This is an optimization exercise on Yosys and OpenROAD, whose aim is small area, a short achievable clock period and few clock cycles, not a production implementation.
Only simulation tests tie the RTL to the original design; equivalence was not proved.

// EC_TOP
module EC_TOP(
    clk, rst_n, in_valid,
    in_Px, in_Py, in_Qx, in_Qy, in_prime, in_a,
    out_valid, out_Rx, out_Ry
);
For scale: ~2500 cells after synthesis, about 39 flip-flops.
export LEC_CHECK = 0
export ABC_AREA = 1
export CAP_MARGIN = 20
export CORE_MARGIN = 2
export CORE_UTILIZATION = 30
export PLACE_DENSITY = 0.5
export SLEW_MARGIN = 20
create_clock -name core_clock -period 80.0 [get_ports {clk}]
standard.sh (not shown) runs the stock make flow with config.mk's settings and CLKGATE_MAP_FILE= SYNTH_SCRIPT=/design/flow/synth_recipe.tcl, a recipe that flattens the netlist after the stock synthesis.
==> flow/flow/run.sh <==
#!/bin/bash
# The standard layout (the standard.sh), with these changes:
# - synthesis maps Yosys's carry-lookahead cells ($lcu) to ripple carry
#   (flow/ripple_lcu.v) instead of ORFS's Kogge-Stone map, which makes the
#   many small adders of this design about a fifth smaller;
# - every port is still buffered, with the smallest buffer cell;
# - the clock tree uses mid-sized clock buffers and no dummy loads (there are only
#   a few dozen flip-flops).
set -euo pipefail
export SYNTH_OPERATIONS_ARGS="-extra-map $PWD/flow/ripple_lcu.v"
export BUFFER_PORTS_ARGS="-buffer_cell sky130_fd_sc_hd__buf_1"
export CTS_ARGS="-sink_clustering_enable -repair_clock_nets -dont_use_dummy_load -root_buf sky130_fd_sc_hd__clkbuf_8 -buf_list sky130_fd_sc_hd__clkbuf_8"
bash standard.sh SETUP_SLACK_MARGIN=44 finish > standard.log 2>&1
==> flow/flow/ripple_lcu.v <==
(* techmap_celltype = "$lcu" *)
module _80_lcu_ripple (P, G, CI, CO);
	parameter WIDTH = 2;

	(* force_downto *)
	input [WIDTH-1:0] P, G;
	input CI;

	(* force_downto *)
	output [WIDTH-1:0] CO;

	integer i;
	(* force_downto *)
	reg [WIDTH-1:0] c;

	wire [1023:0] _TECHMAP_DO_ = "proc; opt -fast";

	always @* begin
		c[0] = G[0] | (P[0] & CI);
		for (i = 1; i < WIDTH; i = i + 1)
			c[i] = G[i] | (P[i] & c[i - 1]);
	end

	assign CO = c;
endmodule
The first run passed the timing, DRC and antenna checks.
Testbench counts at the start, summed over its fixed seeds: cycles 1,600.
Rerun with:
--- a/flow/flow/run.sh
+++ b/flow/flow/run.sh
@@ -11,3 +11,3 @@
 export BUFFER_PORTS_ARGS="-buffer_cell sky130_fd_sc_hd__buf_1"
 export CTS_ARGS="-sink_clustering_enable -repair_clock_nets -dont_use_dummy_load -root_buf sky130_fd_sc_hd__clkbuf_8 -buf_list sky130_fd_sc_hd__clkbuf_8"
-bash standard.sh SETUP_SLACK_MARGIN=44 finish > standard.log 2>&1
+bash standard.sh SETUP_SLACK_MARGIN=47 finish > standard.log 2>&1
The changed run completed with no timing, DRC or antenna violations.
Cell count came out higher by a few percent.
Wire length is higher by roughly a tenth.
Area after synthesis stays the same.
Cell area went up by about a fifth.
Core utilization is higher by 5.1 points.
Rerun with:
==> flow/flow/run.sh (replaced) <==
#!/bin/bash
# The standard layout (the standard.sh), with these changes:
# - synthesis maps Yosys's carry-lookahead cells ($lcu) to ripple carry
#   (flow/ripple_lcu.v) instead of ORFS's Kogge-Stone map, which makes the
#   many small adders of this design about a fifth smaller;
# - every port is still buffered, with the smallest buffer cell;
# - the clock tree uses mid-sized clock buffers and no dummy loads (there are
#   only a few dozen flip-flops);
# - timing repair aims for MARGIN ns of setup slack, a few ns above what the
#   layout reaches without it, so that the resizer speeds up the slowest
#   paths (the clock period and constraints are unchanged).
set -euo pipefail
MARGIN=44
export SYNTH_OPERATIONS_ARGS="-extra-map $PWD/flow/ripple_lcu.v"
export BUFFER_PORTS_ARGS="-buffer_cell sky130_fd_sc_hd__buf_1"
export CTS_ARGS="-sink_clustering_enable -repair_clock_nets -dont_use_dummy_load -root_buf sky130_fd_sc_hd__clkbuf_8 -buf_list sky130_fd_sc_hd__clkbuf_8"
bash standard.sh SETUP_SLACK_MARGIN=$MARGIN finish > standard.log 2>&1
Outcome: Die area does not change; utilization came out lower by 5.1 points; worst setup slack gets worse by 1600 ps; critical path depth grows by 2; via count falls by 5.8%; flip-flop and latch count is unchanged; synthesized cell count is unchanged; routed wire length decreases by 8.8%; area after synthesis does not change.

Another version of the RTL of EC_TOP (not shown whole).
Size in the first run: roughly 52 I/O pins, roughly 0.015 mm2 of cells after synthesis.
export LEC_CHECK = 0
export CAP_MARGIN = 20
export CORE_MARGIN = 2
export CORE_UTILIZATION = 30
export PLACE_DENSITY = 0.5
export SLEW_MARGIN = 20
create_clock -name core_clock -period 80.0 [get_ports {clk}]
==> flow/flow/run.sh <==
#!/bin/bash
# The standard layout (the standard.sh), with two changes:
# - synthesis maps Yosys's carry-lookahead cells ($lcu) to ripple carry
#   (flow/ripple_lcu.v) instead of ORFS's Kogge-Stone map, which makes the
#   many small adders of this design about a fifth smaller;
# - timing repair aims for 30 ns of setup slack, so that the resizer speeds
#   up the long adder chains (the constraints themselves are unchanged).
set -euo pipefail
export SYNTH_OPERATIONS_ARGS="-extra-map $PWD/flow/ripple_lcu.v"
bash standard.sh SETUP_SLACK_MARGIN=30 finish > standard.log 2>&1
Scripts as last shown in full above: flow/flow/ripple_lcu.v
Testbench counts at the start, summed over its fixed seeds: cycles 1,600.
==> next run, changes <==
==> flow/flow/run.sh (replaced) <==
#!/bin/bash
# The standard layout (the standard.sh), with two changes:
# - synthesis maps Yosys's carry-lookahead cells ($lcu) to ripple carry
#   (flow/ripple_lcu.v) instead of ORFS's Kogge-Stone map, which makes the
#   many small adders of this design about a fifth smaller;
# - timing repair aims for 45 ns of setup slack, so that the resizer speeds
#   up the long adder chains (the constraints themselves are unchanged).
set -euo pipefail
export SYNTH_OPERATIONS_ARGS="-extra-map $PWD/flow/ripple_lcu.v"
bash standard.sh SETUP_SLACK_MARGIN=45 finish > standard.log 2>&1
=> The changed run finished clean; cell area fell by 1.3%; maximum frequency barely changes; utilization drops by 0.49 points.

-- what the ideal ports hide --
How much do the figures lean on ideal ports? The routed layouts below were timed once more, with nothing changed but the port constraints.
Step 1, drivers: a clkbuf_16 drives clk and a buf_2 each remaining input, both assumed.
Step 2 also shifts input and output timing later by t, the mid clock arrival at the registers, as if the neighbouring blocks saw the same clock.
Slacks: ideal / step 1 / step 2; pairs: ideal / step 1.
run	shift t [ns]	slack for setup (ns)	hold WS [ns]
the first run of note 1	0.322	44.872 / 44.839 / 44.518	15.453 / 15.446 / 15.767
the second run of note 1	0.342	46.434 / 46.439 / 46.097	15.428 / 15.423 / 15.765
the third run of note 1	0.322	44.872 / 44.839 / 44.518	15.453 / 15.446 / 15.767
the first run of note 2	0.345	29.018 / 29.007 / 28.663	15.827 / 15.810 / 16.154
the second run of note 2	0.346	28.952 / 28.952 / 28.606	15.833 / 15.803 / 16.149
After both steps every run listed still meets setup and hold. The setup slack of the first run of note 2, which loses most, moves by -0.011 ns with the drivers and by -0.355 ns with both steps.
